What follows belongs to an exercise in optimizing a design on an open flow for small area, a short achievable clock period and few clock cycles per item; a production flow would make more cautious choices. Function was checked by simulation only, so behaviour that the tests miss may differ from the original. No activity file was given, so power comes from the tool's default toggle rates.

`design/flow/flow/run.sh`:
```
#!/bin/bash
# Own layout flow: the ORFS flow through standard.sh, with these changes:
#  - synthesis: standard synthesis (synth_recipe.tcl unchanged);
#  - port buffers are plain sky130 buffers (buf_4) instead of the cell
#    buffer_ports picks by itself;
#  - extra ORFS make settings for the layout steps: MATCH_CELL_FOOTPRINT=0 PRE_GLOBAL_PLACE_TCL=$PWD/flow/fanout.tcl
# The full make output goes to standard.log in the work folder; ORFS's per-step
# logs stay under orfs/logs/.
set -euo pipefail
SYNTH=""

export BUFFER_PORTS_ARGS="-buffer_cell sky130_fd_sc_hd__buf_4"
if ! bash standard.sh $SYNTH MATCH_CELL_FOOTPRINT=0 PRE_GLOBAL_PLACE_TCL=$PWD/flow/fanout.tcl finish > standard.log 2>&1; then
  tail -40 standard.log
  exit 1
fi
tail -5 standard.log
```
`design/flow/standard.sh`:
```
#!/bin/bash
# synth_recipe.tcl (not shown) runs the flow's synth.tcl, then flattens the netlist and writes it again
# the make line also repeats each setting of config.mk as NAME=value (left out here)
make -C /OpenROAD-flow-scripts/flow DESIGN_CONFIG=/design/flow/config.mk WORK_HOME=/design/flow/orfs CLKGATE_MAP_FILE= SYNTH_SCRIPT=/design/flow/synth_recipe.tcl "${@:-finish}"
```
`design/flow/constraint.sdc`:
```
create_clock -name core_clock -period 3.5 [get_ports {clk}]
set_input_delay 0.7000 -clock core_clock [delete_from_list [all_inputs] [get_ports {clk}]]
set_output_delay 0.7000 -clock core_clock [all_outputs]
set_load 0.01 [all_outputs]
```
`design/flow/design.v`:
```
`timescale 1ns / 100 ps
module BoothRadix4 #(parameter N = 18)
(
    output wire [2*N-1:0] product,
    output wire           done,
    input wire [N-1:0]    mplier,
    input wire [N-1:0]    mcand,
    input wire            n_reset,
    input wire            start,
    input wire            clk
);
assign done = start & n_reset;
wire [N+1:0] b = {mplier, 1'b0};    
wire [N:0] x = {mcand[N-1], mcand};   
wire [8:0] one, two, neg;
genvar gi;
generate for (gi = 0; gi < 9; gi = gi + 1) begin : enc
    assign one[gi] = b[2*gi+1] ^ b[2*gi];
    assign two[gi] = (b[2*gi+2] & ~b[2*gi+1] & ~b[2*gi]) | (~b[2*gi+2] & b[2*gi+1] & b[2*gi]);
    assign neg[gi] = b[2*gi+2];
end endgenerate
wire [18:0] pp0 = (({19{one[0]}} & x) | ({19{two[0]}} & {x[17:0], 1'b0})) ^ {19{neg[0]}};
wire [18:0] pp1 = (({19{one[1]}} & x) | ({19{two[1]}} & {x[17:0], 1'b0})) ^ {19{neg[1]}};
wire [18:0] pp2 = (({19{one[2]}} & x) | ({19{two[2]}} & {x[17:0], 1'b0})) ^ {19{neg[2]}};
wire [18:0] pp3 = (({19{one[3]}} & x) | ({19{two[3]}} & {x[17:0], 1'b0})) ^ {19{neg[3]}};
wire [18:0] pp4 = (({19{one[4]}} & x) | ({19{two[4]}} & {x[17:0], 1'b0})) ^ {19{neg[4]}};
wire [18:0] pp5 = (({19{one[5]}} & x) | ({19{two[5]}} & {x[17:0], 1'b0})) ^ {19{neg[5]}};
wire [18:0] pp6 = (({19{one[6]}} & x) | ({19{two[6]}} & {x[17:0], 1'b0})) ^ {19{neg[6]}};
wire [18:0] pp7 = (({19{one[7]}} & x) | ({19{two[7]}} & {x[17:0], 1'b0})) ^ {19{neg[7]}};
wire [18:0] pp8 = (({19{one[8]}} & x) | ({19{two[8]}} & {x[17:0], 1'b0})) ^ {19{neg[8]}};
wire h0_s = neg[1] ^ pp0[2];
wire h0_c = neg[1] & pp0[2];
wire h1_s = pp0[3] ^ pp1[1];
wire h1_c = pp0[3] & pp1[1];
wire f0_s = neg[2] ^ pp0[4] ^ pp1[2];
wire f0_c = (neg[2] & pp0[4]) | (neg[2] & pp1[2]) | (pp0[4] & pp1[2]);
wire h2_s = pp2[0] ^ h1_c;
wire h2_c = pp2[0] & h1_c;
wire f1_s = pp0[5] ^ pp1[3] ^ pp2[1];
wire f1_c = (pp0[5] & pp1[3]) | (pp0[5] & pp2[1]) | (pp1[3] & pp2[1]);
wire h3_s = f0_c ^ f1_s;
wire h3_c = f0_c & f1_s;
wire f2_s = neg[3] ^ pp0[6] ^ pp1[4];
wire f2_c = (neg[3] & pp0[6]) | (neg[3] & pp1[4]) | (pp0[6] & pp1[4]);
wire f3_s = pp2[2] ^ pp3[0] ^ f1_c;
wire f3_c = (pp2[2] & pp3[0]) | (pp2[2] & f1_c) | (pp3[0] & f1_c);
wire h4_s = f2_s ^ h3_c;
wire h4_c = f2_s & h3_c;
wire f4_s = pp0[7] ^ pp1[5] ^ pp2[3];
wire f4_c = (pp0[7] & pp1[5]) | (pp0[7] & pp2[3]) | (pp1[5] & pp2[3]);
wire f5_s = pp3[1] ^ f2_c ^ f4_s;
wire f5_c = (pp3[1] & f2_c) | (pp3[1] & f4_s) | (f2_c & f4_s);
wire h5_s = f3_c ^ f5_s;
wire h5_c = f3_c & f5_s;
wire f6_s = neg[4] ^ pp0[8] ^ pp1[6];
wire f6_c = (neg[4] & pp0[8]) | (neg[4] & pp1[6]) | (pp0[8] & pp1[6]);
wire f7_s = pp2[4] ^ pp3[2] ^ pp4[0];
wire f7_c = (pp2[4] & pp3[2]) | (pp2[4] & pp4[0]) | (pp3[2] & pp4[0]);
wire f8_s = f4_c ^ f6_s ^ f7_s;
wire f8_c = (f4_c & f6_s) | (f4_c & f7_s) | (f6_s & f7_s);
wire h6_s = f5_c ^ f8_s;
wire h6_c = f5_c & f8_s;
wire f9_s = pp0[9] ^ pp1[7] ^ pp2[5];
wire f9_c = (pp0[9] & pp1[7]) | (pp0[9] & pp2[5]) | (pp1[7] & pp2[5]);
wire f10_s = pp3[3] ^ pp4[1] ^ f6_c;
wire f10_c = (pp3[3] & pp4[1]) | (pp3[3] & f6_c) | (pp4[1] & f6_c);
wire f11_s = f7_c ^ f9_s ^ f10_s;
wire f11_c = (f7_c & f9_s) | (f7_c & f10_s) | (f9_s & f10_s);
wire h7_s = f8_c ^ f11_s;
wire h7_c = f8_c & f11_s;
wire f12_s = neg[5] ^ pp0[10] ^ pp1[8];
wire f12_c = (neg[5] & pp0[10]) | (neg[5] & pp1[8]) | (pp0[10] & pp1[8]);
wire f13_s = pp2[6] ^ pp3[4] ^ pp4[2];
wire f13_c = (pp2[6] & pp3[4]) | (pp2[6] & pp4[2]) | (pp3[4] & pp4[2]);
wire f14_s = pp5[0] ^ f9_c ^ f12_s;
wire f14_c = (pp5[0] & f9_c) | (pp5[0] & f12_s) | (f9_c & f12_s);
wire f15_s = f13_s ^ f10_c ^ f14_s;
wire f15_c = (f13_s & f10_c) | (f13_s & f14_s) | (f10_c & f14_s);
wire h8_s = f11_c ^ f15_s;
wire h8_c = f11_c & f15_s;
wire f16_s = pp0[11] ^ pp1[9] ^ pp2[7];
wire f16_c = (pp0[11] & pp1[9]) | (pp0[11] & pp2[7]) | (pp1[9] & pp2[7]);
wire f17_s = pp3[5] ^ pp4[3] ^ pp5[1];
wire f17_c = (pp3[5] & pp4[3]) | (pp3[5] & pp5[1]) | (pp4[3] & pp5[1]);
wire f18_s = f12_c ^ f13_c ^ f16_s;
wire f18_c = (f12_c & f13_c) | (f12_c & f16_s) | (f13_c & f16_s);
wire f19_s = f17_s ^ f14_c ^ f18_s;
wire f19_c = (f17_s & f14_c) | (f17_s & f18_s) | (f14_c & f18_s);
wire h9_s = f15_c ^ f19_s;
wire h9_c = f15_c & f19_s;
wire f20_s = neg[6] ^ pp0[12] ^ pp1[10];
wire f20_c = (neg[6] & pp0[12]) | (neg[6] & pp1[10]) | (pp0[12] & pp1[10]);
wire f21_s = pp2[8] ^ pp3[6] ^ pp4[4];
wire f21_c = (pp2[8] & pp3[6]) | (pp2[8] & pp4[4]) | (pp3[6] & pp4[4]);
wire f22_s = pp5[2] ^ pp6[0] ^ f16_c;
wire f22_c = (pp5[2] & pp6[0]) | (pp5[2] & f16_c) | (pp6[0] & f16_c);
wire f23_s = f17_c ^ f20_s ^ f21_s;
wire f23_c = (f17_c & f20_s) | (f17_c & f21_s) | (f20_s & f21_s);
wire f24_s = f22_s ^ f18_c ^ f23_s;
wire f24_c = (f22_s & f18_c) | (f22_s & f23_s) | (f18_c & f23_s);
wire f25_s = pp0[13] ^ pp1[11] ^ pp2[9];
wire f25_c = (pp0[13] & pp1[11]) | (pp0[13] & pp2[9]) | (pp1[11] & pp2[9]);
wire f26_s = pp3[7] ^ pp4[5] ^ pp5[3];
wire f26_c = (pp3[7] & pp4[5]) | (pp3[7] & pp5[3]) | (pp4[5] & pp5[3]);
wire f27_s = pp6[1] ^ f20_c ^ f21_c;
wire f27_c = (pp6[1] & f20_c) | (pp6[1] & f21_c) | (f20_c & f21_c);
wire f28_s = f25_s ^ f26_s ^ f22_c;
wire f28_c = (f25_s & f26_s) | (f25_s & f22_c) | (f26_s & f22_c);
wire h10_s = f23_c ^ f27_s;
wire h10_c = f23_c & f27_s;
wire f29_s = neg[7] ^ pp0[14] ^ pp1[12];
wire f29_c = (neg[7] & pp0[14]) | (neg[7] & pp1[12]) | (pp0[14] & pp1[12]);
wire f30_s = pp2[10] ^ pp3[8] ^ pp4[6];
wire f30_c = (pp2[10] & pp3[8]) | (pp2[10] & pp4[6]) | (pp3[8] & pp4[6]);
wire f31_s = pp5[4] ^ pp6[2] ^ pp7[0];
wire f31_c = (pp5[4] & pp6[2]) | (pp5[4] & pp7[0]) | (pp6[2] & pp7[0]);
wire f32_s = f25_c ^ f26_c ^ f29_s;
wire f32_c = (f25_c & f26_c) | (f25_c & f29_s) | (f26_c & f29_s);
wire f33_s = f30_s ^ f31_s ^ f27_c;
wire f33_c = (f30_s & f31_s) | (f30_s & f27_c) | (f31_s & f27_c);
wire h11_s = f32_s ^ f28_c;
wire h11_c = f32_s & f28_c;
wire f34_s = pp0[15] ^ pp1[13] ^ pp2[11];
wire f34_c = (pp0[15] & pp1[13]) | (pp0[15] & pp2[11]) | (pp1[13] & pp2[11]);
wire f35_s = pp3[9] ^ pp4[7] ^ pp5[5];
wire f35_c = (pp3[9] & pp4[7]) | (pp3[9] & pp5[5]) | (pp4[7] & pp5[5]);
wire f36_s = pp6[3] ^ pp7[1] ^ f29_c;
wire f36_c = (pp6[3] & pp7[1]) | (pp6[3] & f29_c) | (pp7[1] & f29_c);
wire f37_s = f30_c ^ f31_c ^ f34_s;
wire f37_c = (f30_c & f31_c) | (f30_c & f34_s) | (f31_c & f34_s);
wire f38_s = f35_s ^ f36_s ^ f32_c;
wire f38_c = (f35_s & f36_s) | (f35_s & f32_c) | (f36_s & f32_c);
wire h12_s = f37_s ^ f33_c;
wire h12_c = f37_s & f33_c;
wire f39_s = neg[8] ^ pp0[16] ^ pp1[14];
wire f39_c = (neg[8] & pp0[16]) | (neg[8] & pp1[14]) | (pp0[16] & pp1[14]);
wire f40_s = pp2[12] ^ pp3[10] ^ pp4[8];
wire f40_c = (pp2[12] & pp3[10]) | (pp2[12] & pp4[8]) | (pp3[10] & pp4[8]);
wire f41_s = pp5[6] ^ pp6[4] ^ pp7[2];
wire f41_c = (pp5[6] & pp6[4]) | (pp5[6] & pp7[2]) | (pp6[4] & pp7[2]);
wire f42_s = pp8[0] ^ f34_c ^ f35_c;
wire f42_c = (pp8[0] & f34_c) | (pp8[0] & f35_c) | (f34_c & f35_c);
wire f43_s = f39_s ^ f40_s ^ f41_s;
wire f43_c = (f39_s & f40_s) | (f39_s & f41_s) | (f40_s & f41_s);
wire f44_s = f36_c ^ f37_c ^ f42_s;
wire f44_c = (f36_c & f37_c) | (f36_c & f42_s) | (f37_c & f42_s);
wire h13_s = f43_s ^ f38_c;
wire h13_c = f43_s & f38_c;
wire f45_s = pp0[17] ^ pp1[15] ^ pp2[13];
wire f45_c = (pp0[17] & pp1[15]) | (pp0[17] & pp2[13]) | (pp1[15] & pp2[13]);
wire f46_s = pp3[11] ^ pp4[9] ^ pp5[7];
wire f46_c = (pp3[11] & pp4[9]) | (pp3[11] & pp5[7]) | (pp4[9] & pp5[7]);
wire f47_s = pp6[5] ^ pp7[3] ^ pp8[1];
wire f47_c = (pp6[5] & pp7[3]) | (pp6[5] & pp8[1]) | (pp7[3] & pp8[1]);
wire f48_s = f39_c ^ f40_c ^ f41_c;
wire f48_c = (f39_c & f40_c) | (f39_c & f41_c) | (f40_c & f41_c);
wire f49_s = f45_s ^ f46_s ^ f47_s;
wire f49_c = (f45_s & f46_s) | (f45_s & f47_s) | (f46_s & f47_s);
wire f50_s = f42_c ^ f43_c ^ f48_s;
wire f50_c = (f42_c & f43_c) | (f42_c & f48_s) | (f43_c & f48_s);
wire h14_s = f49_s ^ f44_c;
wire h14_c = f49_s & f44_c;
wire f51_s = 1'b1 ^ pp1[16] ^ pp2[14];
wire f51_c = (1'b1 & pp1[16]) | (1'b1 & pp2[14]) | (pp1[16] & pp2[14]);
wire f52_s = pp3[12] ^ pp4[10] ^ pp5[8];
wire f52_c = (pp3[12] & pp4[10]) | (pp3[12] & pp5[8]) | (pp4[10] & pp5[8]);
wire f53_s = pp6[6] ^ pp7[4] ^ pp8[2];
wire f53_c = (pp6[6] & pp7[4]) | (pp6[6] & pp8[2]) | (pp7[4] & pp8[2]);
wire f54_s = ~pp0[18] ^ f45_c ^ f46_c;
wire f54_c = (~pp0[18] & f45_c) | (~pp0[18] & f46_c) | (f45_c & f46_c);
wire f55_s = f47_c ^ f51_s ^ f52_s;
wire f55_c = (f47_c & f51_s) | (f47_c & f52_s) | (f51_s & f52_s);
wire f56_s = f53_s ^ f48_c ^ f49_c;
wire f56_c = (f53_s & f48_c) | (f53_s & f49_c) | (f48_c & f49_c);
wire f57_s = f54_s ^ f55_s ^ f50_c;
wire f57_c = (f54_s & f55_s) | (f54_s & f50_c) | (f55_s & f50_c);
wire f58_s = 1'b1 ^ pp1[17] ^ pp2[15];
wire f58_c = (1'b1 & pp1[17]) | (1'b1 & pp2[15]) | (pp1[17] & pp2[15]);
wire f59_s = pp3[13] ^ pp4[11] ^ pp5[9];
wire f59_c = (pp3[13] & pp4[11]) | (pp3[13] & pp5[9]) | (pp4[11] & pp5[9]);
wire f60_s = pp6[7] ^ pp7[5] ^ pp8[3];
wire f60_c = (pp6[7] & pp7[5]) | (pp6[7] & pp8[3]) | (pp7[5] & pp8[3]);
wire f61_s = f51_c ^ f52_c ^ f53_c;
wire f61_c = (f51_c & f52_c) | (f51_c & f53_c) | (f52_c & f53_c);
wire f62_s = f58_s ^ f59_s ^ f60_s;
wire f62_c = (f58_s & f59_s) | (f58_s & f60_s) | (f59_s & f60_s);
wire f63_s = f54_c ^ f55_c ^ f61_s;
wire f63_c = (f54_c & f55_c) | (f54_c & f61_s) | (f55_c & f61_s);
wire h15_s = f62_s ^ f56_c;
wire h15_c = f62_s & f56_c;
wire f64_s = pp2[16] ^ pp3[14] ^ pp4[12];
wire f64_c = (pp2[16] & pp3[14]) | (pp2[16] & pp4[12]) | (pp3[14] & pp4[12]);
wire f65_s = pp5[10] ^ pp6[8] ^ pp7[6];
wire f65_c = (pp5[10] & pp6[8]) | (pp5[10] & pp7[6]) | (pp6[8] & pp7[6]);
wire f66_s = pp8[4] ^ ~pp1[18] ^ f58_c;
wire f66_c = (pp8[4] & ~pp1[18]) | (pp8[4] & f58_c) | (~pp1[18] & f58_c);
wire f67_s = f59_c ^ f60_c ^ f64_s;
wire f67_c = (f59_c & f60_c) | (f59_c & f64_s) | (f60_c & f64_s);
wire f68_s = f65_s ^ f66_s ^ f61_c;
wire f68_c = (f65_s & f66_s) | (f65_s & f61_c) | (f66_s & f61_c);
wire f69_s = f62_c ^ f67_s ^ f68_s;
wire f69_c = (f62_c & f67_s) | (f62_c & f68_s) | (f67_s & f68_s);
wire f70_s = 1'b1 ^ pp2[17] ^ pp3[15];
wire f70_c = (1'b1 & pp2[17]) | (1'b1 & pp3[15]) | (pp2[17] & pp3[15]);
wire f71_s = pp4[13] ^ pp5[11] ^ pp6[9];
wire f71_c = (pp4[13] & pp5[11]) | (pp4[13] & pp6[9]) | (pp5[11] & pp6[9]);
wire f72_s = pp7[7] ^ pp8[5] ^ f64_c;
wire f72_c = (pp7[7] & pp8[5]) | (pp7[7] & f64_c) | (pp8[5] & f64_c);
wire f73_s = f65_c ^ f70_s ^ f71_s;
wire f73_c = (f65_c & f70_s) | (f65_c & f71_s) | (f70_s & f71_s);
wire f74_s = f66_c ^ f72_s ^ f67_c;
wire f74_c = (f66_c & f72_s) | (f66_c & f67_c) | (f72_s & f67_c);
wire h16_s = f73_s ^ f68_c;
wire h16_c = f73_s & f68_c;
wire f75_s = pp3[16] ^ pp4[14] ^ pp5[12];
wire f75_c = (pp3[16] & pp4[14]) | (pp3[16] & pp5[12]) | (pp4[14] & pp5[12]);
wire f76_s = pp6[10] ^ pp7[8] ^ pp8[6];
wire f76_c = (pp6[10] & pp7[8]) | (pp6[10] & pp8[6]) | (pp7[8] & pp8[6]);
wire f77_s = ~pp2[18] ^ f70_c ^ f71_c;
wire f77_c = (~pp2[18] & f70_c) | (~pp2[18] & f71_c) | (f70_c & f71_c);
wire f78_s = f75_s ^ f76_s ^ f72_c;
wire f78_c = (f75_s & f76_s) | (f75_s & f72_c) | (f76_s & f72_c);
wire f79_s = f73_c ^ f77_s ^ f78_s;
wire f79_c = (f73_c & f77_s) | (f73_c & f78_s) | (f77_s & f78_s);
wire f80_s = 1'b1 ^ pp3[17] ^ pp4[15];
wire f80_c = (1'b1 & pp3[17]) | (1'b1 & pp4[15]) | (pp3[17] & pp4[15]);
wire f81_s = pp5[13] ^ pp6[11] ^ pp7[9];
wire f81_c = (pp5[13] & pp6[11]) | (pp5[13] & pp7[9]) | (pp6[11] & pp7[9]);
wire f82_s = pp8[7] ^ f75_c ^ f76_c;
wire f82_c = (pp8[7] & f75_c) | (pp8[7] & f76_c) | (f75_c & f76_c);
wire f83_s = f80_s ^ f81_s ^ f77_c;
wire f83_c = (f80_s & f81_s) | (f80_s & f77_c) | (f81_s & f77_c);
wire h17_s = f82_s ^ f78_c;
wire h17_c = f82_s & f78_c;
wire f84_s = pp4[16] ^ pp5[14] ^ pp6[12];
wire f84_c = (pp4[16] & pp5[14]) | (pp4[16] & pp6[12]) | (pp5[14] & pp6[12]);
wire f85_s = pp7[10] ^ pp8[8] ^ ~pp3[18];
wire f85_c = (pp7[10] & pp8[8]) | (pp7[10] & ~pp3[18]) | (pp8[8] & ~pp3[18]);
wire f86_s = f80_c ^ f81_c ^ f84_s;
wire f86_c = (f80_c & f81_c) | (f80_c & f84_s) | (f81_c & f84_s);
wire f87_s = f85_s ^ f82_c ^ f86_s;
wire f87_c = (f85_s & f82_c) | (f85_s & f86_s) | (f82_c & f86_s);
wire f88_s = 1'b1 ^ pp4[17] ^ pp5[15];
wire f88_c = (1'b1 & pp4[17]) | (1'b1 & pp5[15]) | (pp4[17] & pp5[15]);
wire f89_s = pp6[13] ^ pp7[11] ^ pp8[9];
wire f89_c = (pp6[13] & pp7[11]) | (pp6[13] & pp8[9]) | (pp7[11] & pp8[9]);
wire f90_s = f84_c ^ f85_c ^ f88_s;
wire f90_c = (f84_c & f85_c) | (f84_c & f88_s) | (f85_c & f88_s);
wire h18_s = f89_s ^ f86_c;
wire h18_c = f89_s & f86_c;
wire f91_s = pp5[16] ^ pp6[14] ^ pp7[12];
wire f91_c = (pp5[16] & pp6[14]) | (pp5[16] & pp7[12]) | (pp6[14] & pp7[12]);
wire f92_s = pp8[10] ^ ~pp4[18] ^ f88_c;
wire f92_c = (pp8[10] & ~pp4[18]) | (pp8[10] & f88_c) | (~pp4[18] & f88_c);
wire f93_s = f89_c ^ f91_s ^ f92_s;
wire f93_c = (f89_c & f91_s) | (f89_c & f92_s) | (f91_s & f92_s);
wire f94_s = 1'b1 ^ pp5[17] ^ pp6[15];
wire f94_c = (1'b1 & pp5[17]) | (1'b1 & pp6[15]) | (pp5[17] & pp6[15]);
wire f95_s = pp7[13] ^ pp8[11] ^ f91_c;
wire f95_c = (pp7[13] & pp8[11]) | (pp7[13] & f91_c) | (pp8[11] & f91_c);
wire f96_s = f94_s ^ f92_c ^ f95_s;
wire f96_c = (f94_s & f92_c) | (f94_s & f95_s) | (f92_c & f95_s);
wire f97_s = pp6[16] ^ pp7[14] ^ pp8[12];
wire f97_c = (pp6[16] & pp7[14]) | (pp6[16] & pp8[12]) | (pp7[14] & pp8[12]);
wire f98_s = ~pp5[18] ^ f94_c ^ f97_s;
wire f98_c = (~pp5[18] & f94_c) | (~pp5[18] & f97_s) | (f94_c & f97_s);
wire h19_s = f95_c ^ f98_s;
wire h19_c = f95_c & f98_s;
wire f99_s = 1'b1 ^ pp6[17] ^ pp7[15];
wire f99_c = (1'b1 & pp6[17]) | (1'b1 & pp7[15]) | (pp6[17] & pp7[15]);
wire f100_s = pp8[13] ^ f97_c ^ f99_s;
wire f100_c = (pp8[13] & f97_c) | (pp8[13] & f99_s) | (f97_c & f99_s);
wire h20_s = f98_c ^ f100_s;
wire h20_c = f98_c & f100_s;
wire f101_s = pp7[16] ^ pp8[14] ^ ~pp6[18];
wire f101_c = (pp7[16] & pp8[14]) | (pp7[16] & ~pp6[18]) | (pp8[14] & ~pp6[18]);
wire f102_s = f99_c ^ f101_s ^ f100_c;
wire f102_c = (f99_c & f101_s) | (f99_c & f100_c) | (f101_s & f100_c);
wire f103_s = 1'b1 ^ pp7[17] ^ pp8[15];
wire f103_c = (1'b1 & pp7[17]) | (1'b1 & pp8[15]) | (pp7[17] & pp8[15]);
wire h21_s = f101_c ^ f103_s;
wire h21_c = f101_c & f103_s;
wire f104_s = pp8[16] ^ ~pp7[18] ^ f103_c;
wire f104_c = (pp8[16] & ~pp7[18]) | (pp8[16] & f103_c) | (~pp7[18] & f103_c);
wire f105_s = 1'b1 ^ pp8[17] ^ f104_c;
wire f105_c = (1'b1 & pp8[17]) | (1'b1 & f104_c) | (pp8[17] & f104_c);
reg r0_0;
reg r0_1;
reg r1_0;
reg r2_0;
reg r2_1;
reg r3_0;
reg r3_1;
reg r4_0;
reg r4_1;
reg r5_0;
reg r5_1;
reg r6_0;
reg r6_1;
reg r7_0;
reg r7_1;
reg r8_0;
reg r8_1;
reg r9_0;
reg r9_1;
reg r10_0;
reg r10_1;
reg r11_0;
reg r11_1;
reg r12_0;
reg r12_1;
reg r12_2;
reg r13_0;
reg r13_1;
reg r13_2;
reg r14_0;
reg r14_1;
reg r14_2;
reg r15_0;
reg r15_1;
reg r15_2;
reg r16_0;
reg r16_1;
reg r16_2;
reg r17_0;
reg r17_1;
reg r17_2;
reg r18_0;
reg r18_1;
reg r18_2;
reg r19_0;
reg r19_1;
reg r19_2;
reg r20_0;
reg r20_1;
reg r20_2;
reg r21_0;
reg r21_1;
reg r21_2;
reg r22_0;
reg r22_1;
reg r22_2;
reg r23_0;
reg r23_1;
reg r23_2;
reg r24_0;
reg r24_1;
reg r24_2;
reg r25_0;
reg r25_1;
reg r25_2;
reg r26_0;
reg r26_1;
reg r26_2;
reg r27_0;
reg r27_1;
reg r28_0;
reg r28_1;
reg r29_0;
reg r29_1;
reg r30_0;
reg r30_1;
reg r31_0;
reg r31_1;
reg r32_0;
reg r32_1;
reg r33_0;
reg r34_0;
reg r34_1;
always @(posedge clk) begin
    if (done) begin
        r0_0 <= neg[0];
        r0_1 <= pp0[0];
        r1_0 <= pp0[1];
        r2_0 <= pp1[0];
        r2_1 <= h0_s;
        r3_0 <= h0_c;
        r3_1 <= h1_s;
        r4_0 <= f0_s;
        r4_1 <= h2_s;
        r5_0 <= h2_c;
        r5_1 <= h3_s;
        r6_0 <= f3_s;
        r6_1 <= h4_s;
        r7_0 <= h4_c;
        r7_1 <= h5_s;
        r8_0 <= h5_c;
        r8_1 <= h6_s;
        r9_0 <= h6_c;
        r9_1 <= h7_s;
        r10_0 <= h7_c;
        r10_1 <= h8_s;
        r11_0 <= h8_c;
        r11_1 <= h9_s;
        r12_0 <= f19_c;
        r12_1 <= f24_s;
        r12_2 <= h9_c;
        r13_0 <= f28_s;
        r13_1 <= h10_s;
        r13_2 <= f24_c;
        r14_0 <= h10_c;
        r14_1 <= f33_s;
        r14_2 <= h11_s;
        r15_0 <= f38_s;
        r15_1 <= h11_c;
        r15_2 <= h12_s;
        r16_0 <= f44_s;
        r16_1 <= h12_c;
        r16_2 <= h13_s;
        r17_0 <= f50_s;
        r17_1 <= h13_c;
        r17_2 <= h14_s;
        r18_0 <= f56_s;
        r18_1 <= h14_c;
        r18_2 <= f57_s;
        r19_0 <= f63_s;
        r19_1 <= h15_s;
        r19_2 <= f57_c;
        r20_0 <= f63_c;
        r20_1 <= h15_c;
        r20_2 <= f69_s;
        r21_0 <= f74_s;
        r21_1 <= h16_s;
        r21_2 <= f69_c;
        r22_0 <= f74_c;
        r22_1 <= h16_c;
        r22_2 <= f79_s;
        r23_0 <= f83_s;
        r23_1 <= h17_s;
        r23_2 <= f79_c;
        r24_0 <= f83_c;
        r24_1 <= f87_s;
        r24_2 <= h17_c;
        r25_0 <= f90_s;
        r25_1 <= h18_s;
        r25_2 <= f87_c;
        r26_0 <= f90_c;
        r26_1 <= h18_c;
        r26_2 <= f93_s;
        r27_0 <= f93_c;
        r27_1 <= f96_s;
        r28_0 <= f96_c;
        r28_1 <= h19_s;
        r29_0 <= h19_c;
        r29_1 <= h20_s;
        r30_0 <= h20_c;
        r30_1 <= f102_s;
        r31_0 <= h21_s;
        r31_1 <= f102_c;
        r32_0 <= h21_c;
        r32_1 <= f104_s;
        r33_0 <= f105_s;
        r34_0 <= ~pp8[18];
        r34_1 <= f105_c;
    end
end
wire oh22_s = r12_0 ^ r12_1;
wire oh22_c = r12_0 & r12_1;
wire of106_s = r13_0 ^ r13_1 ^ r13_2;
wire of106_c = (r13_0 & r13_1) | (r13_0 & r13_2) | (r13_1 & r13_2);
wire of107_s = r14_0 ^ r14_1 ^ r14_2;
wire of107_c = (r14_0 & r14_1) | (r14_0 & r14_2) | (r14_1 & r14_2);
wire of108_s = r15_0 ^ r15_1 ^ r15_2;
wire of108_c = (r15_0 & r15_1) | (r15_0 & r15_2) | (r15_1 & r15_2);
wire of109_s = r16_0 ^ r16_1 ^ r16_2;
wire of109_c = (r16_0 & r16_1) | (r16_0 & r16_2) | (r16_1 & r16_2);
wire of110_s = r17_0 ^ r17_1 ^ r17_2;
wire of110_c = (r17_0 & r17_1) | (r17_0 & r17_2) | (r17_1 & r17_2);
wire of111_s = r18_0 ^ r18_1 ^ r18_2;
wire of111_c = (r18_0 & r18_1) | (r18_0 & r18_2) | (r18_1 & r18_2);
wire of112_s = r19_0 ^ r19_1 ^ r19_2;
wire of112_c = (r19_0 & r19_1) | (r19_0 & r19_2) | (r19_1 & r19_2);
wire of113_s = r20_0 ^ r20_1 ^ r20_2;
wire of113_c = (r20_0 & r20_1) | (r20_0 & r20_2) | (r20_1 & r20_2);
wire of114_s = r21_0 ^ r21_1 ^ r21_2;
wire of114_c = (r21_0 & r21_1) | (r21_0 & r21_2) | (r21_1 & r21_2);
wire of115_s = r22_0 ^ r22_1 ^ r22_2;
wire of115_c = (r22_0 & r22_1) | (r22_0 & r22_2) | (r22_1 & r22_2);
wire of116_s = r23_0 ^ r23_1 ^ r23_2;
wire of116_c = (r23_0 & r23_1) | (r23_0 & r23_2) | (r23_1 & r23_2);
wire of117_s = r24_0 ^ r24_1 ^ r24_2;
wire of117_c = (r24_0 & r24_1) | (r24_0 & r24_2) | (r24_1 & r24_2);
wire of118_s = r25_0 ^ r25_1 ^ r25_2;
wire of118_c = (r25_0 & r25_1) | (r25_0 & r25_2) | (r25_1 & r25_2);
wire of119_s = r26_0 ^ r26_1 ^ r26_2;
wire of119_c = (r26_0 & r26_1) | (r26_0 & r26_2) | (r26_1 & r26_2);
wire oh23_s = r27_0 ^ r27_1;
wire oh23_c = r27_0 & r27_1;
wire oh24_s = r28_0 ^ r28_1;
wire oh24_c = r28_0 & r28_1;
wire oh25_s = r29_0 ^ r29_1;
wire oh25_c = r29_0 & r29_1;
wire oh26_s = r30_0 ^ r30_1;
wire oh26_c = r30_0 & r30_1;
wire oh27_s = r31_0 ^ r31_1;
wire oh27_c = r31_0 & r31_1;
wire oh28_s = r32_0 ^ r32_1;
wire oh28_c = r32_0 & r32_1;
wire [35:0] sum_a = {1'b1, r34_0, r33_0, oh27_c, oh26_c, oh25_c, oh24_c, oh23_c, oh23_s, of118_c, of117_c, of116_c, of115_c, of114_c, of113_c, of112_c, of111_c, of110_c, of109_c, of108_c, of107_c, of106_c, oh22_c, r12_2, r11_0, r10_0, r9_0, r8_0, r7_0, r6_0, r5_0, r4_0, r3_0, r2_0, r1_0, r0_0};
wire [35:0] sum_b = {1'b0, r34_1, oh28_c, oh28_s, oh27_s, oh26_s, oh25_s, oh24_s, of119_c, of119_s, of118_s, of117_s, of116_s, of115_s, of114_s, of113_s, of112_s, of111_s, of110_s, of109_s, of108_s, of107_s, of106_s, oh22_s, r11_1, r10_1, r9_1, r8_1, r7_1, r6_1, r5_1, r4_1, r3_1, r2_1, 1'b0, r0_1};
assign product = sum_a + sum_b;
endmodule
```
`design/flow/config.mk`:
```
export PLATFORM = sky130hd
export DESIGN_NAME = BoothRadix4
export DESIGN_NICKNAME = BoothRadix4
export VERILOG_FILES = /design/flow/design.v
export SDC_FILE = /design/flow/constraint.sdc
export NUM_CORES = 4
export LEC_CHECK = 0
export ABC_AREA = 1
export CAP_MARGIN = 20
export CORE_MARGIN = 2
export CORE_UTILIZATION = 40
export PLACE_DENSITY = 0.6
export SLEW_MARGIN = 20
```
`design/flow/flow/fanout.tcl`:
```
set_max_fanout 10 [current_design]
```
==> impl_metrics.xml, run 1 <==
<?xml version="1.0" encoding="UTF-8"?>
<metrics>
  <group name="status">
    <metric name="run_status" unit="">timing/DRC/antenna clean</metric>
  </group>
  <group name="finish">
    <metric name="antenna_cells" unit="">0</metric>
    <metric name="final_net_count" unit="">1712</metric>
    <metric name="drive_gt1_share" unit="%">23.6</metric>
    <metric name="design_area" unit="um^2">13800</metric>
    <metric name="flow.area_growth_from_synthesis" unit="%">23.9</metric>
    <metric name="fillCellCount" unit="">2674</metric>
    <metric name="post-route-util" unit="%">50.1</metric>
  </group>
  <group name="die">
    <metric name="design.die.area" unit="um^2">29300</metric>
    <metric name="initial_core_util" unit="%">40.4</metric>
    <metric name="die_height" unit="um">171</metric>
    <metric name="core" unit="um^2">27600</metric>
    <metric name="horizontal_extent_of_the_die" unit="um">171</metric>
    <metric name="std_cell_rows" unit="">61</metric>
    <metric name="top_level_ports" unit="">76</metric>
  </group>
  <group name="timing">
    <metric name="report.final.hold_viol_count" unit="">0</metric>
    <metric name="timing.final.max_slew_violations" unit="">0</metric>
    <metric name="setup_violations" unit="">0</metric>
    <metric name="tightest_slew" unit="ns">0.587</metric>
    <metric name="finalSetupTns" unit="ns">0</metric>
    <metric name="fin_crit" unit="ns">3.44</metric>
    <metric name="slew_headroom" unit="%">60.5</metric>
    <metric name="grt_setup_unrepaired" unit="">true</metric>
    <metric name="min_period_over_period" unit="%">98.2</metric>
    <metric name="timing.fmax" unit="MHz">291</metric>
  </group>
  <group name="cts">
    <metric name="buffer_cell_driving_the_clock_tree_root" unit="">sky130_fd_sc_hd__clkbuf_16</metric>
    <metric name="cts_buffer_depth" unit="">2</metric>
    <metric name="cts_tree" unit="">built</metric>
    <metric name="clk_pin_slew" unit="ns">0.06</metric>
    <metric name="tritoncts_buffers" unit="">9</metric>
    <metric name="ctsHtreeMaxLevel" unit="">3</metric>
    <metric name="cts_sinks" unit="">83</metric>
  </group>
  <group name="critical_path">
    <metric name="cp_data_required_time" unit="ns">2.80</metric>
    <metric name="arrival" unit="ns">2.74</metric>
    <metric name="setup.worst_path.end_class" unit="">primary output</metric>
    <metric name="cp_launch_type" unit="">register</metric>
    <metric name="startpoint" unit="">r16_1</metric>
    <metric name="timing_worst_setup_path_type" unit="">register to primary output</metric>
    <metric name="critical_path_peak_fanout" unit="">4</metric>
  </group>
  <group name="route">
    <metric name="routed_wl" unit="um">32500</metric>
    <metric name="drt_first_pass_iters" unit="">5</metric>
    <metric name="antenna_left" unit="">0</metric>
    <metric name="drc" unit="">0</metric>
    <metric name="num_vias" unit="">9560</metric>
    <metric name="initialDrtViolationCount" unit="">556</metric>
    <metric name="wire_per_inst" unit="um">17.4</metric>
    <metric name="drt-vias-per-instance" unit="">5.11</metric>
  </group>
  <group name="synth">
    <metric name="synth_top_cell_by_area" unit="">sky130_fd_sc_hd__edfxtp_1</metric>
    <metric name="postSynth.topFlopCell" unit="">sky130_fd_sc_hd__edfxtp_1</metric>
    <metric name="yosysMostFrequentCell" unit="">sky130_fd_sc_hd__nand2_1</metric>
    <metric name="yosys-top-cells-area" unit="">sky130_fd_sc_hd__edfxtp_1 22%, sky130_fd_sc_hd__fa_1 20%, sky130_fd_sc_hd__xor2_1 14%, sky130_fd_sc_hd__ha_1 8.2%, sky130_fd_sc_hd__o22ai_1 8.0%</metric>
    <metric name="synth_sequential_area_ratio" unit="%">22.3</metric>
    <metric name="synth-async-reset-ratio" unit="%">0</metric>
    <metric name="number_of_flops_mapped_to_enable_cells_by_yosys" unit="">83</metric>
    <metric name="syn-mean-instance-area" unit="um^2">8.68</metric>
    <metric name="mapped_nets" unit="">1509</metric>
    <metric name="post_synthesis_instance_area" unit="um^2">11200</metric>
    <metric name="synth_top_area_share" unit="%">22.3</metric>
    <metric name="netlist_instances" unit="">1286</metric>
    <metric name="synth_seq_cells" unit="">83</metric>
    <metric name="synthTopCellsByCount" unit="">217 x sky130_fd_sc_hd__nand2_1, 197 x sky130_fd_sc_hd__inv_1, 177 x sky130_fd_sc_hd__xor2_1</metric>
    <metric name="distinct_cells_synth" unit="">34</metric>
    <metric name="yosys_warnings" unit="">1</metric>
  </group>
  <group name="power_and_ir_drop">
    <metric name="worst_ir_drop_vdd" unit="mV">0.447</metric>
    <metric name="powerDensity" unit="nW/um^2">831</metric>
    <metric name="power.static_leakage" unit="nW">6.49</metric>
  </group>
  <group name="min_path">
    <metric name="min_delay_path_depth" unit="">2</metric>
    <metric name="hp-class" unit="">input port to register</metric>
    <metric name="timing.hold.worst_endpoint" unit="">r0_0</metric>
    <metric name="hold_path_startpoint" unit="">mplier[1]</metric>
  </group>
  <group name="placed_design">
    <metric name="placement.cell_area" unit="um^2">13300</metric>
    <metric name="gp_congestion" unit="">0.955</metric>
    <metric name="hpwl" unit="um">27800</metric>
    <metric name="placement.io_buffers" unit="">75</metric>
  </group>
  <group name="global_routing">
    <metric name="pin_count_of_the_biggest_net_entering_global_routing" unit="">14</metric>
    <metric name="groute.usage.overall" unit="%">22.6</metric>
    <metric name="grt.overflow.total" unit="">0</metric>
    <metric name="grt_antenna_before_repair" unit="">0</metric>
    <metric name="grt_pass1_vias" unit="">9465</metric>
    <metric name="grt_first_pass_wirelength" unit="um">51100</metric>
  </group>
  <group name="flow_run">
    <metric name="timing.max_cap.violations" unit="">0</metric>
  </group>
</metrics>
[logic make-up (layout without fill, tap and decap cells)]
family | count (synthesis) | after routing | share of synthesized area (%)
simple gates | 324 | 324 | 11.6
compound gates | 239 | 239 | 13.5
fa+ha+maj | 184 | 184 | 28.1
flops | 83 | 83 | 22.3
xor+xnor | 178 | 178 | 14.0
buf+inv | 278 | 485 | 10.5
[area by class of cell]
class	instances	area, um^2	share of cell area, %
multi-input combinational	925	7800	56.4
sequential	83	2490	18.0
inverter	223	855	6.18
clock inverter	5	78.8	0.570
clock buffer	10	229	1.65
tap	378	473	3.42
timing repair buffer	247	1900	13.8
[what timing repair did]
item | in CTS | in global routing
hold buffers | 0 | 0
pin swaps | 0 | 4
endpoints found under the hold margin | 0 | 0
setup endpoints to repair | 2 | 20
resized for setup | 1 | 49
setup buffers | 0 | 1
cloned | 0 | 0
[where the power goes]
part / leakage, nW / switching (mW) / internal (mW)
combinational: 5.58 / 5.07 / 3.68
sequential: 0.768 / 0.138 / 1.65
clock: 0.142 / 0.346 / 0.618
total: 6.49 / 5.56 / 5.95
[through the flow]
stage          hold WS [ns]  power [mW]  worst slack (ns)  instances
5_1_grt               0.738        12.7           -0.0513       1871
6_report              0.738        11.5            0.0623       1871
4_1_cts               0.722        11.0           0.00536       1870
3_3_place_gp           1.07        9.86            -0.175       1855
3_5_place_dp           1.07        9.97            -0.266       1855
2_1_floorplan         0.799        6.91          -0.00629       1286
[worst max path at each step]
stage	endpoint	slack [ns]	cells after the start
2_1_floorplan	r18_2	-0.006	11
3_3_place_gp	r18_2	-0.17	10
3_5_place_dp	r18_2	-0.27	10
4_1_cts	product[34]	0.005	11
5_1_grt	product[33]	-0.05	13
6_report	product[33]	0.06	13
[metal layers]
metal | vias to the layer above | GRT usage [%] | routed length, um
met1 | 4569 | 32.0 | 15200
li1 | 4618 | - | -
met2 | 330 | 36.9 | 14900
met4 | 0 | 6.67 | 738
met5 | - | 0 | 0
met3 | 43 | 1.90 | 1670
[worst max-delay path: stages (launching register included)]
cell and delay [ns]:
sky130_fd_sc_hd__edfxtp_1 0.39, sky130_fd_sc_hd__fa_1 0.62, sky130_fd_sc_hd__ha_4 0.24, sky130_fd_sc_hd__nand2_2 0.12
sky130_fd_sc_hd__inv_1 0.05, sky130_fd_sc_hd__nand2_1 0.06, sky130_fd_sc_hd__nand2_1 0.10, sky130_fd_sc_hd__a21oi_1 0.23
sky130_fd_sc_hd__nand3_4 0.14, sky130_fd_sc_hd__nand2_1 0.12, sky130_fd_sc_hd__nand2_1 0.06, sky130_fd_sc_hd__nand2_1 0.06
sky130_fd_sc_hd__nand2_1 0.06, sky130_fd_sc_hd__buf_4 0.14
[layout by cell type (no fill, tap or decap), types with 13 or more instances in the layout]
| cell | count |
|---|---|
| sky130_fd_sc_hd__a21oi_1 | 31 |
| sky130_fd_sc_hd__a21oi_2 | 13 |
| sky130_fd_sc_hd__buf_4 | 243 |
| sky130_fd_sc_hd__clkinv_1 | 20 |
| sky130_fd_sc_hd__edfxtp_1 | 83 |
| sky130_fd_sc_hd__fa_1 | 106 |
| sky130_fd_sc_hd__ha_1 | 64 |
| sky130_fd_sc_hd__inv_1 | 195 |
| sky130_fd_sc_hd__nand2_1 | 205 |
| sky130_fd_sc_hd__nand2_2 | 13 |
| sky130_fd_sc_hd__nand3_1 | 29 |
| sky130_fd_sc_hd__nor2_1 | 46 |
| sky130_fd_sc_hd__o21ai_0 | 19 |
| sky130_fd_sc_hd__o22ai_1 | 142 |
| sky130_fd_sc_hd__xor2_1 | 177 |
Testbench counts, summed over its fixed seeds: cycles 2,408, items 2,400.
==> inputs of run 2 (changes only) <==
==> design/flow/flow/run.sh (replaced) <==
#!/bin/bash
# Own layout flow: the ORFS flow through standard.sh, with these changes:
#  - synthesis: standard synthesis (synth_recipe.tcl unchanged);
#  - port buffers are plain sky130 buffers (buf_2) instead of the cell
#    buffer_ports picks by itself;
#  - extra ORFS make settings for the layout steps: MATCH_CELL_FOOTPRINT=0 RECOVER_POWER=100 PRE_GLOBAL_ROUTE_TCL=$PWD/flow/dt.tcl
# The full make output goes to standard.log in the work folder; ORFS's per-step
# logs stay under orfs/logs/.
set -euo pipefail
SYNTH=""

export BUFFER_PORTS_ARGS="-buffer_cell sky130_fd_sc_hd__buf_2"
if ! bash standard.sh $SYNTH MATCH_CELL_FOOTPRINT=0 RECOVER_POWER=100 PRE_GLOBAL_ROUTE_TCL=$PWD/flow/dt.tcl finish > standard.log 2>&1; then
  tail -40 standard.log
  exit 1
fi
tail -5 standard.log
==> design/flow/flow/dt.tcl (new file) <==
# Keep the drivers of the register enable net as repaired so far: power
# recovery must not downsize them (their fanout is every register).
set dt_cells {}
foreach pin [get_pins -hierarchical */DE] {
  set net [get_nets -of_objects $pin]
  foreach drv [get_pins -of_objects $net -filter "direction == output"] {
    lappend dt_cells [get_full_name [get_cells -of_objects $drv]]
  }
}
set dt_cells [lsort -unique $dt_cells]
puts "dont_touch on enable drivers: $dt_cells"
foreach c $dt_cells { set_dont_touch [get_cells $c] }
removed: design/flow/flow/fanout.tcl
==> impl_metrics.xml, run 2 <==
<?xml version="1.0" encoding="UTF-8"?>
<metrics>
  <group name="critical_path">
    <metric name="cp.buffers_inverters" unit="">3</metric>
    <metric name="setup.worst_path.end_class" unit="">register</metric>
    <metric name="timing_worst_setup_path_type" unit="">input port to register</metric>
    <metric name="worstPathCellList" unit="">buf_2 &gt; clkinv_1 &gt; clkbuf_4 &gt; o22ai_1 &gt; xor2_1 &gt; fa_1 &gt; fa_2 &gt; fa_2 &gt; fa_1</metric>
    <metric name="critical_path_peak_fanout" unit="">8</metric>
    <metric name="critical_path.top_delay_family" unit="">adder cells</metric>
    <metric name="arrival" unit="ns">3.45</metric>
    <metric name="cp_launch_type" unit="">input port</metric>
    <metric name="critical_path_max_stage_delay" unit="ns">0.52</metric>
    <metric name="cp_slowest_cell" unit="">sky130_fd_sc_hd__fa_1</metric>
    <metric name="cp_data_required_time" unit="ns">3.55</metric>
  </group>
  <group name="placed_design">
    <metric name="placement.io_buffers" unit="">75</metric>
    <metric name="hpwl" unit="um">26900</metric>
    <metric name="placed_cells_incl_taps" unit="">1812</metric>
    <metric name="gp_congestion" unit="">0.943</metric>
    <metric name="pre_cts_slack" unit="ns">-0.259</metric>
  </group>
  <group name="synth">
    <metric name="synth_top_cell_by_area" unit="">sky130_fd_sc_hd__edfxtp_1</metric>
    <metric name="distinct_cells_synth" unit="">34</metric>
    <metric name="syn-mean-instance-area" unit="um^2">8.68</metric>
    <metric name="synthTopCellsByCount" unit="">217 x sky130_fd_sc_hd__nand2_1, 197 x sky130_fd_sc_hd__inv_1, 177 x sky130_fd_sc_hd__xor2_1</metric>
    <metric name="mapped_nets" unit="">1509</metric>
    <metric name="yosys_warnings" unit="">1</metric>
    <metric name="synth_top_area_share" unit="%">22.3</metric>
    <metric name="netlist_instances" unit="">1286</metric>
    <metric name="yosys-top-cells-area" unit="">sky130_fd_sc_hd__edfxtp_1 22%, sky130_fd_sc_hd__fa_1 20%, sky130_fd_sc_hd__xor2_1 14%, sky130_fd_sc_hd__ha_1 8.2%, sky130_fd_sc_hd__o22ai_1 8.0%</metric>
    <metric name="synth-async-reset-ratio" unit="%">0</metric>
    <metric name="yosysMostFrequentCell" unit="">sky130_fd_sc_hd__nand2_1</metric>
    <metric name="synth_sequential_area_ratio" unit="%">22.3</metric>
    <metric name="synth_seq_cells" unit="">83</metric>
    <metric name="postSynth.topFlopCell" unit="">sky130_fd_sc_hd__edfxtp_1</metric>
    <metric name="post_synthesis_instance_area" unit="um^2">11200</metric>
    <metric name="number_of_flops_mapped_to_enable_cells_by_yosys" unit="">83</metric>
  </group>
  <group name="timing">
    <metric name="setup_violations" unit="">0</metric>
    <metric name="timing.final.max_slew_violations" unit="">0</metric>
    <metric name="slew_headroom" unit="%">64.3</metric>
    <metric name="post-route-worst-setup-slack" unit="ns">0.0999</metric>
    <metric name="fin_crit" unit="ns">3.40</metric>
    <metric name="timing.fmax" unit="MHz">294</metric>
    <metric name="tightest_slew" unit="ns">0.536</metric>
    <metric name="grt_setup_unrepaired" unit="">true</metric>
    <metric name="report.final.hold_viol_count" unit="">0</metric>
    <metric name="min_period_over_period" unit="%">97.1</metric>
  </group>
  <group name="cts">
    <metric name="cts_buffer_depth" unit="">2</metric>
    <metric name="cts_sinks" unit="">83</metric>
    <metric name="cts_hold_buffers" unit="">0</metric>
    <metric name="buffer_cell_driving_the_clock_tree_root" unit="">sky130_fd_sc_hd__clkbuf_16</metric>
    <metric name="tritoncts_buffers" unit="">9</metric>
    <metric name="clk_pin_slew" unit="ns">0.07</metric>
    <metric name="ctsHtreeMaxLevel" unit="">3</metric>
    <metric name="cts_tree" unit="">built</metric>
  </group>
  <group name="min_path">
    <metric name="hp-class" unit="">input port to register</metric>
  </group>
  <group name="power_and_ir_drop">
    <metric name="power.static_leakage" unit="nW">6.14</metric>
    <metric name="worst_ir_drop_vdd" unit="mV">0.397</metric>
    <metric name="powerDensity" unit="nW/um^2">827</metric>
    <metric name="total_power" unit="mW">10.9</metric>
  </group>
  <group name="route">
    <metric name="drt_first_pass_iters" unit="">5</metric>
    <metric name="num_vias" unit="">9268</metric>
    <metric name="initialDrtViolationCount" unit="">680</metric>
    <metric name="antenna_left" unit="">0</metric>
    <metric name="wire_per_inst" unit="um">17.5</metric>
    <metric name="drt-vias-per-instance" unit="">5.07</metric>
    <metric name="routed_wl" unit="um">32000</metric>
    <metric name="drc" unit="">0</metric>
  </group>
  <group name="global_routing">
    <metric name="grt_antenna_before_repair" unit="">1</metric>
    <metric name="groute.usage.overall" unit="%">22.4</metric>
    <metric name="grt_first_pass_wirelength" unit="um">50700</metric>
    <metric name="grt.overflow.total" unit="">0</metric>
    <metric name="pin_count_of_the_biggest_net_entering_global_routing" unit="">84</metric>
    <metric name="grt_pass1_vias" unit="">9172</metric>
  </group>
  <group name="finish">
    <metric name="post-route-util" unit="%">47.9</metric>
    <metric name="layout.cells.most_common_list" unit="">203 x sky130_fd_sc_hd__nand2_1, 196 x sky130_fd_sc_hd__inv_1, 177 x sky130_fd_sc_hd__xor2_1</metric>
    <metric name="antenna_cells" unit="">0</metric>
    <metric name="layout_commonest_cell" unit="">sky130_fd_sc_hd__nand2_1</metric>
    <metric name="flow.area_growth_from_synthesis" unit="%">18.5</metric>
    <metric name="final_net_count" unit="">1669</metric>
    <metric name="drive_gt1_share" unit="%">19.1</metric>
    <metric name="layout.cells.non_filler" unit="">1829</metric>
  </group>
  <group name="die">
    <metric name="top_level_ports" unit="">76</metric>
    <metric name="core" unit="um^2">27600</metric>
    <metric name="horizontal_extent_of_the_die" unit="um">171</metric>
    <metric name="std_cell_rows" unit="">61</metric>
    <metric name="die_height" unit="um">171</metric>
    <metric name="design.die.area" unit="um^2">29300</metric>
    <metric name="initial_core_util" unit="%">40.4</metric>
  </group>
  <group name="flow_run">
    <metric name="timing.max_cap.violations" unit="">0</metric>
  </group>
  <group name="status">
    <metric name="run_status" unit="">timing/DRC/antenna clean</metric>
  </group>
</metrics>
run 2: cell counts after synthesis:
Identical to the previous run, type by type.
run 2: worst paths after layout:
path | from | to | slack, ns | cells after the start
min | mcand[0] | r0_1 | 0.76 | 3
max | mcand[9] | r19_2 | 0.1 | 9
run 2: final cells by class:
| type | instances | area (um^2) |
|---|---|---|
| fillers | 2761 | 14400 |
| multi-input cells | 925 | 7750 |
| flip-flops and latches | 83 | 2490 |
| repair buffers | 204 | 1350 |
| inverters | 223 | 855 |
| well taps | 378 | 473 |
| clock buffers | 10 | 229 |
| clock inverters | 6 | 86.3 |
run 2: cells by family after synthesis:
family	after synthesis	synth area share, %
flip-flops	83	22.3
AND/OR/NAND/NOR	324	11.6
buffers and inverters	278	10.5
adder cells (fa/ha/maj)	184	28.1
XOR/XNOR	178	14.0
AO/OA/AOI/OAI	239	13.5
run 2: where the power goes:
group / total [mW] / internal [mW] / switching [mW] / leakage [nW]
clock network: 1.01 / 0.627 / 0.378 / 0.155
logic: 8.15 / 3.16 / 4.99 / 5.22
registers: 1.79 / 1.65 / 0.143 / 0.768
run 2: layer usage:
layer	GRT usage, %	vias up	part of all wire, %	wire, um
met3	2.82	48	6.2	1980
met1	31.9	4367	46	14800
li1	-	4535	-	-
met2	35.3	318	44	14200
met4	7.77	0	3.3	1040
met5	0	-	0	0
run 2: per-stage QoR:
stage / hold slack (ns) / setup TNS, ns / area, um^2
6_report: 0.756 / 0 / 13200
5_1_grt: 0.782 / -0.0243 / 13200
4_1_cts: 0.749 / 0 / 13200
3_5_place_dp: 1.10 / -2.96 / 12800
3_3_place_gp: 1.08 / -2.45 / 12800
2_1_floorplan: 0.799 / -0.00629 / 11300
run 2: repair_timing:
item / CTS / global route
pin swaps: 1 / 1
setup buffers: 0 / 1
gates resized for setup: 0 / 44
setup endpoints to repair: 1 / 19
==> inputs of run 3 (changes only) <==
--- a/design/flow/config.mk
+++ b/design/flow/config.mk
@@ -10,4 +10,4 @@
 export CORE_MARGIN = 2
-export CORE_UTILIZATION = 40
-export PLACE_DENSITY = 0.6
+export CORE_UTILIZATION = 55
+export PLACE_DENSITY = 0.7
 export SLEW_MARGIN = 20
==> impl_metrics.xml, run 3 <==
<?xml version="1.0" encoding="UTF-8"?>
<metrics>
  <group name="status">
    <metric name="run_status" unit="">timing/DRC/antenna clean</metric>
  </group>
  <group name="critical_path">
    <metric name="arrival" unit="ns">3.45</metric>
    <metric name="critical_path_peak_fanout" unit="">8</metric>
    <metric name="cp_launch_type" unit="">input port</metric>
    <metric name="setup.worst_path.end_class" unit="">register</metric>
    <metric name="cp_data_required_time" unit="ns">3.57</metric>
    <metric name="critical_path.top_delay_family" unit="">adder cells</metric>
    <metric name="worstPathCellList" unit="">buf_2 &gt; clkbuf_1 &gt; inv_2 &gt; xor2_1 &gt; fa_1 &gt; fa_1 &gt; inv_1 &gt; fa_1 &gt; ha_1</metric>
    <metric name="crit_path_frequent_cell" unit="">sky130_fd_sc_hd__fa_1</metric>
    <metric name="cp.buffers_inverters" unit="">4</metric>
    <metric name="timing_worst_setup_path_type" unit="">input port to register</metric>
    <metric name="cp_slowest_cell" unit="">sky130_fd_sc_hd__fa_1</metric>
    <metric name="critical_path_max_stage_delay" unit="ns">0.49</metric>
  </group>
  <group name="synth">
    <metric name="synth_sequential_area_ratio" unit="%">22.3</metric>
    <metric name="synthTopCellsByCount" unit="">217 x sky130_fd_sc_hd__nand2_1, 197 x sky130_fd_sc_hd__inv_1, 177 x sky130_fd_sc_hd__xor2_1</metric>
    <metric name="mapped_nets" unit="">1509</metric>
    <metric name="yosysMostFrequentCell" unit="">sky130_fd_sc_hd__nand2_1</metric>
    <metric name="distinct_cells_synth" unit="">34</metric>
    <metric name="yosys_warnings" unit="">1</metric>
    <metric name="number_of_flops_mapped_to_enable_cells_by_yosys" unit="">83</metric>
    <metric name="syn-mean-instance-area" unit="um^2">8.68</metric>
    <metric name="yosys-top-cells-area" unit="">sky130_fd_sc_hd__edfxtp_1 22%, sky130_fd_sc_hd__fa_1 20%, sky130_fd_sc_hd__xor2_1 14%, sky130_fd_sc_hd__ha_1 8.2%, sky130_fd_sc_hd__o22ai_1 8.0%</metric>
    <metric name="synth_top_cell_by_area" unit="">sky130_fd_sc_hd__edfxtp_1</metric>
    <metric name="netlist_instances" unit="">1286</metric>
    <metric name="synth_seq_cells" unit="">83</metric>
    <metric name="post_synthesis_instance_area" unit="um^2">11200</metric>
    <metric name="synth_top_area_share" unit="%">22.3</metric>
    <metric name="synth-async-reset-ratio" unit="%">0</metric>
    <metric name="postSynth.topFlopCell" unit="">sky130_fd_sc_hd__edfxtp_1</metric>
  </group>
  <group name="timing">
    <metric name="timing.fmax" unit="MHz">296</metric>
    <metric name="slew_headroom" unit="%">62.2</metric>
    <metric name="timing.final.max_slew_violations" unit="">0</metric>
    <metric name="fin_crit" unit="ns">3.37</metric>
    <metric name="tightest_slew" unit="ns">0.568</metric>
    <metric name="setup_violations" unit="">0</metric>
    <metric name="grt_setup_unrepaired" unit="">true</metric>
    <metric name="report.final.hold_viol_count" unit="">0</metric>
    <metric name="min_period_over_period" unit="%">96.4</metric>
    <metric name="finalSetupTns" unit="ns">0</metric>
  </group>
  <group name="min_path">
    <metric name="hp-class" unit="">input port to register</metric>
  </group>
  <group name="finish">
    <metric name="layout.cells.most_common_list" unit="">206 x sky130_fd_sc_hd__nand2_1, 195 x sky130_fd_sc_hd__inv_1, 177 x sky130_fd_sc_hd__xor2_1</metric>
    <metric name="layout_commonest_cell" unit="">sky130_fd_sc_hd__nand2_1</metric>
    <metric name="antenna_cells" unit="">0</metric>
    <metric name="drive_gt1_share" unit="%">20.4</metric>
    <metric name="seqCellArea" unit="um^2">2490</metric>
    <metric name="flow.area_growth_from_synthesis" unit="%">18.7</metric>
    <metric name="final_net_count" unit="">1682</metric>
    <metric name="fillCellCount" unit="">1705</metric>
    <metric name="multi_input_comb_area" unit="um^2">7800</metric>
  </group>
  <group name="die">
    <metric name="die_height" unit="um">146</metric>
    <metric name="core" unit="um^2">20100</metric>
    <metric name="initial_core_util" unit="%">55.5</metric>
    <metric name="std_cell_rows" unit="">52</metric>
    <metric name="horizontal_extent_of_the_die" unit="um">146</metric>
    <metric name="design.die.area" unit="um^2">21500</metric>
    <metric name="top_level_ports" unit="">76</metric>
  </group>
  <group name="cts">
    <metric name="cts_sinks" unit="">83</metric>
    <metric name="ctsHtreeMaxLevel" unit="">3</metric>
    <metric name="cts_buffer_depth" unit="">2</metric>
    <metric name="cts_tree" unit="">built</metric>
    <metric name="clk_pin_slew" unit="ns">0.07</metric>
    <metric name="tritoncts_buffers" unit="">9</metric>
    <metric name="buffer_cell_driving_the_clock_tree_root" unit="">sky130_fd_sc_hd__clkbuf_16</metric>
    <metric name="cts_hold_buffers" unit="">0</metric>
  </group>
  <group name="power_and_ir_drop">
    <metric name="worst_ir_drop_vdd" unit="mV">0.525</metric>
    <metric name="total_power" unit="mW">11.0</metric>
    <metric name="powerDensity" unit="nW/um^2">830</metric>
    <metric name="power.static_leakage" unit="nW">6.22</metric>
  </group>
  <group name="route">
    <metric name="routed_wl" unit="um">31700</metric>
    <metric name="initialDrtViolationCount" unit="">635</metric>
    <metric name="drt_first_pass_iters" unit="">5</metric>
    <metric name="drt-vias-per-instance" unit="">5.50</metric>
    <metric name="wire_per_inst" unit="um">18.3</metric>
    <metric name="num_vias" unit="">9535</metric>
    <metric name="drc" unit="">0</metric>
    <metric name="antenna_left" unit="">0</metric>
  </group>
  <group name="global_routing">
    <metric name="grt_first_pass_wirelength" unit="um">50300</metric>
    <metric name="grt_pass1_vias" unit="">9357</metric>
    <metric name="groute.usage.overall" unit="%">30.2</metric>
    <metric name="pin_count_of_the_biggest_net_entering_global_routing" unit="">84</metric>
    <metric name="grt_antenna_before_repair" unit="">0</metric>
    <metric name="grt.overflow.total" unit="">0</metric>
  </group>
  <group name="placed_design">
    <metric name="placement.io_buffers" unit="">75</metric>
    <metric name="hpwl" unit="um">26100</metric>
    <metric name="gp_congestion" unit="">0.971</metric>
  </group>
  <group name="flow_run">
    <metric name="timing.max_cap.violations" unit="">0</metric>
  </group>
</metrics>
-- run 3: cell families after synthesis --
| family | after synthesis | share of synthesized area, % |
|---|---|---|
| buffers and inverters | 278 | 10.5 |
| adders and majority gates | 184 | 28.1 |
| AOI/OAI and AO/OA | 239 | 13.5 |
| xor gates and xnor gates | 178 | 14.0 |
| DFF | 83 | 22.3 |
| and+or+nand+nor | 324 | 11.6 |
-- run 3: final cells by class --
| cell class | count | share of cell area, % |
|---|---|---|
| Multi-Input combinational cell | 925 | 58.9 |
| Sequential cell | 83 | 18.8 |
| Timing Repair Buffer | 217 | 11.2 |
| Inverter | 223 | 6.45 |
| Tap cell | 270 | 2.55 |
| Clock buffer | 9 | 1.70 |
| Clock inverter | 7 | 0.444 |
-- run 3: path summary, 6_finish.rpt --
check,from,end,slack (ns),cells after the start
setup / recovery,mplier[1],r11_1,0.13,9
hold / removal,mcand[0],r0_1,0.75,3
-- run 3: power by group --
group / leakage, nW / switching, mW / internal (mW) / total [mW]
clock: 0.139 / 0.404 / 0.493 / 0.897
combinational: 5.31 / 5.04 / 3.27 / 8.31
sequential: 0.768 / 0.147 / 1.65 / 1.80
-- run 3: repair_timing --
item / CTS / global route
resized for setup: 1 / 52
hold endpoints to repair: 0 / 0
gates cloned: 0 / 0
setup buffers: 0 / 2
setup endpoints to repair: 2 / 21
pin swaps: 0 / 2
-- run 3: layer usage --
| layer | share of wire, % | vias to the layer above | track usage (%) |
|---|---|---|---|
| met5 | 0 | - | 0 |
| met3 | 8.5 | 59 | 5.66 |
| li1 | - | 4565 | - |
| met2 | 46 | 435 | 48.4 |
| met1 | 42 | 4476 | 41.4 |
| met4 | 3.1 | 0 | 10.4 |
-- run 3: per-stage QoR --
stage	util (%)	area [um^2]	cells	setup slack [ns]	hold WS (ns)
4_1_cts	65.2	13100	1732	0.0476	0.742
6_report	65.9	13300	1734	0.126	0.755
3_5_place_dp	63.8	12800	1716	-0.246	1.09
2_1_floorplan	-	11300	1286	-0.00629	0.799
5_1_grt	65.9	13300	1734	-0.00266	0.752
3_3_place_gp	63.8	12800	1716	-0.226	1.08
==> inputs of run 4 (changes only) <==
==> design/flow/flow/run.sh (replaced) <==
#!/bin/bash
# Own layout flow: the standard ORFS flow (standard.sh, unchanged synthesis)
# with these changes to the layout steps:
#  - port buffers are plain sky130 buffers (buf_2) instead of the cell
#    buffer_ports picks by itself;
#  - extra ORFS make settings: MATCH_CELL_FOOTPRINT=0 RECOVER_POWER=100
# The full make output goes to standard.log in the work folder; ORFS's per-step
# logs stay under orfs/logs/.
set -euo pipefail
export BUFFER_PORTS_ARGS="-buffer_cell sky130_fd_sc_hd__buf_2"
if ! bash standard.sh MATCH_CELL_FOOTPRINT=0 RECOVER_POWER=100 finish > standard.log 2>&1; then
  tail -40 standard.log
  exit 1
fi
tail -5 standard.log
--- a/design/flow/config.mk
+++ b/design/flow/config.mk
@@ -10,4 +10,4 @@
 export CORE_MARGIN = 2
-export CORE_UTILIZATION = 55
-export PLACE_DENSITY = 0.7
+export CORE_UTILIZATION = 40
+export PLACE_DENSITY = 0.6
 export SLEW_MARGIN = 20
removed: design/flow/flow/dt.tcl
==> impl_metrics.xml, run 4 <==
<?xml version="1.0" encoding="UTF-8"?>
<metrics>
  <group name="synth">
    <metric name="synth_sequential_area_ratio" unit="%">22.3</metric>
    <metric name="syn-mean-instance-area" unit="um^2">8.68</metric>
    <metric name="synth-async-reset-ratio" unit="%">0</metric>
    <metric name="distinct_cells_synth" unit="">34</metric>
    <metric name="mapped_nets" unit="">1509</metric>
    <metric name="synth_fa_ha_area_share" unit="%">28.1</metric>
    <metric name="yosys.area_share.simple" unit="%">11.6</metric>
    <metric name="synthTopCellsByCount" unit="">217 x sky130_fd_sc_hd__nand2_1, 197 x sky130_fd_sc_hd__inv_1, 177 x sky130_fd_sc_hd__xor2_1</metric>
    <metric name="synth_top_cell_by_area" unit="">sky130_fd_sc_hd__edfxtp_1</metric>
  </group>
  <group name="die">
    <metric name="die_height" unit="um">171</metric>
    <metric name="top_level_ports" unit="">76</metric>
    <metric name="horizontal_extent_of_the_die" unit="um">171</metric>
  </group>
  <group name="global_routing">
    <metric name="grt.overflow.total" unit="">0</metric>
    <metric name="grt_pass1_vias" unit="">9172</metric>
    <metric name="pin_count_of_the_biggest_net_entering_global_routing" unit="">84</metric>
  </group>
  <group name="placed_design">
    <metric name="gp_congestion" unit="">0.943</metric>
    <metric name="placement.io_buffers" unit="">75</metric>
  </group>
  <group name="timing">
    <metric name="fin_crit" unit="ns">3.40</metric>
    <metric name="grt_setup_unrepaired" unit="">true</metric>
    <metric name="worst_hold_slack" unit="ns">0.755</metric>
    <metric name="setup_violations" unit="">0</metric>
    <metric name="timing.final.max_slew_violations" unit="">84</metric>
  </group>
  <group name="critical_path">
    <metric name="cp_launch_type" unit="">input port</metric>
    <metric name="critical_path_max_stage_delay" unit="ns">0.52</metric>
    <metric name="timing_worst_setup_path_type" unit="">input port to register</metric>
    <metric name="cp_slowest_cell" unit="">sky130_fd_sc_hd__fa_1</metric>
    <metric name="cp_data_required_time" unit="ns">3.55</metric>
    <metric name="cp.buffers_inverters" unit="">3</metric>
  </group>
  <group name="flow_run">
    <metric name="timing.max_cap.violations" unit="">1</metric>
  </group>
  <group name="finish">
    <metric name="final_net_count" unit="">1669</metric>
    <metric name="post-route-util" unit="%">47.8</metric>
    <metric name="drive_gt1_share" unit="%">19.1</metric>
    <metric name="fillCellCount" unit="">2762</metric>
    <metric name="layout_commonest_cell" unit="">sky130_fd_sc_hd__nand2_1</metric>
  </group>
  <group name="status">
    <metric name="failed_checks" unit="">capacitance limit, slew limit</metric>
    <metric name="run_status" unit="">complete, but fails checks</metric>
  </group>
  <group name="cts">
    <metric name="ctsHtreeMaxLevel" unit="">3</metric>
    <metric name="buffer_cell_driving_the_clock_tree_root" unit="">sky130_fd_sc_hd__clkbuf_16</metric>
    <metric name="tritoncts_buffers" unit="">9</metric>
  </group>
  <group name="power_and_ir_drop">
    <metric name="power_report.internal_total" unit="mW">5.43</metric>
    <metric name="worst_ir_drop_vdd" unit="mV">0.396</metric>
    <metric name="portion_of_total_power_attributed_to_sequential_cells" unit="%">16.4</metric>
    <metric name="power.switching_fraction" unit="%">50.3</metric>
    <metric name="clock_power_share" unit="%">9.2</metric>
    <metric name="total_power" unit="mW">10.9</metric>
  </group>
  <group name="route">
    <metric name="drc" unit="">0</metric>
    <metric name="drt-vias-per-instance" unit="">5.05</metric>
    <metric name="drt_first_pass_iters" unit="">5</metric>
    <metric name="num_vias" unit="">9243</metric>
  </group>
</metrics>
## run 4: cell count changes in the layout (fill, tap and decap cells not counted), sizes merged
cell | previous run | this run
buf | 192 | 167
bufinv | 0 | 2
clkbuf | 34 | 47
clkinv | 21 | 22
clkinvlp | 1 | 0
inv | 208 | 205
## run 4: timing repair
item	CTS	global route
resized for setup	0	44
setup buffers	0	1
hold buffers	0	0
setup endpoints to repair	1	19
pin swaps	1	1
## run 4: kinds of logic after synthesis
family | count (synthesis)
AO/OA/AOI/OAI | 239
XOR/XNOR | 178
adder cells (fa/ha/maj) | 184
buffers and inverters | 278
flip-flops | 83
AND/OR/NAND/NOR | 324
## run 4: layer usage
metal	part of all wire, %	GRT usage, %	up-vias	wire [um]
met2	44	35.3	315	14200
met5	0	0	-	0
met1	46	31.9	4346	14600
met4	3.2	7.77	0	1030
li1	-	-	4538	-
met3	6.7	2.82	44	2150
## run 4: final cells by class
| class | count | area, um^2 | share of cell area (%) |
|---|---|---|---|
| multi-input cells | 925 | 7750 | 58.6 |
| flip-flops and latches | 83 | 2490 | 18.9 |
| repair buffers | 204 | 1330 | 10.1 |
| inverters | 223 | 855 | 6.47 |
| well taps | 378 | 473 | 3.58 |
| clock buffers | 10 | 229 | 1.73 |
| clock inverters | 6 | 86.3 | 0.653 |
## run 4: metrics by stage
stage	instance area (um^2)	TNS, ns
detailed placement	12800	-2.96
finish	13200	0
global placement	12800	-2.45
global route	13200	-0.0243
CTS	13200	0
floorplan	11300	-0.00629
## run 4: power by group through the flow
stage          clock (mW)  sequential (mW)  combinational (mW)
5_1_grt              1.07             1.83                9.27
6_report             1.01             1.80                8.13
4_1_cts              1.02             1.80                7.78
2_1_floorplan           0             1.76                5.15
3_3_place_gp            0             1.81                7.60
3_5_place_dp            0             1.82                7.75
## run 4: final timing paths
check / from / to / cells past startpoint / slack, ns
hold / removal: mcand[0] / r0_1 / 3 / 0.76
setup / recovery: mcand[9] / r19_2 / 9 / 0.10

-- re-timing with driven ports --
How much do the figures lean on ideal ports? The routed layouts below were timed once more, with nothing changed but the port constraints.
Step 1, drivers: a clkbuf_16 drives clk and a buf_2 each remaining input, both assumed.
Step 2 times the ports against the registers' clock, not the clock port: input delays grow and output delays shrink by t, the midpoint of the rising clock arrivals with the driver on.
a / b / c = ideal ports / drivers / drivers and shift; a / b = the first two.
| run | t, ns | slack for setup (ns) |
|---|---|---|
| run 1 | 0.362 | 0.062 / 0.025 / -0.271 |
| run 2 | 0.363 | 0.100 / 0.106 / -0.245 |
| run 3 | 0.369 | 0.126 / 0.106 / -0.234 |
| run 4 | 0.364 | 0.104 / 0.116 / -0.241 |
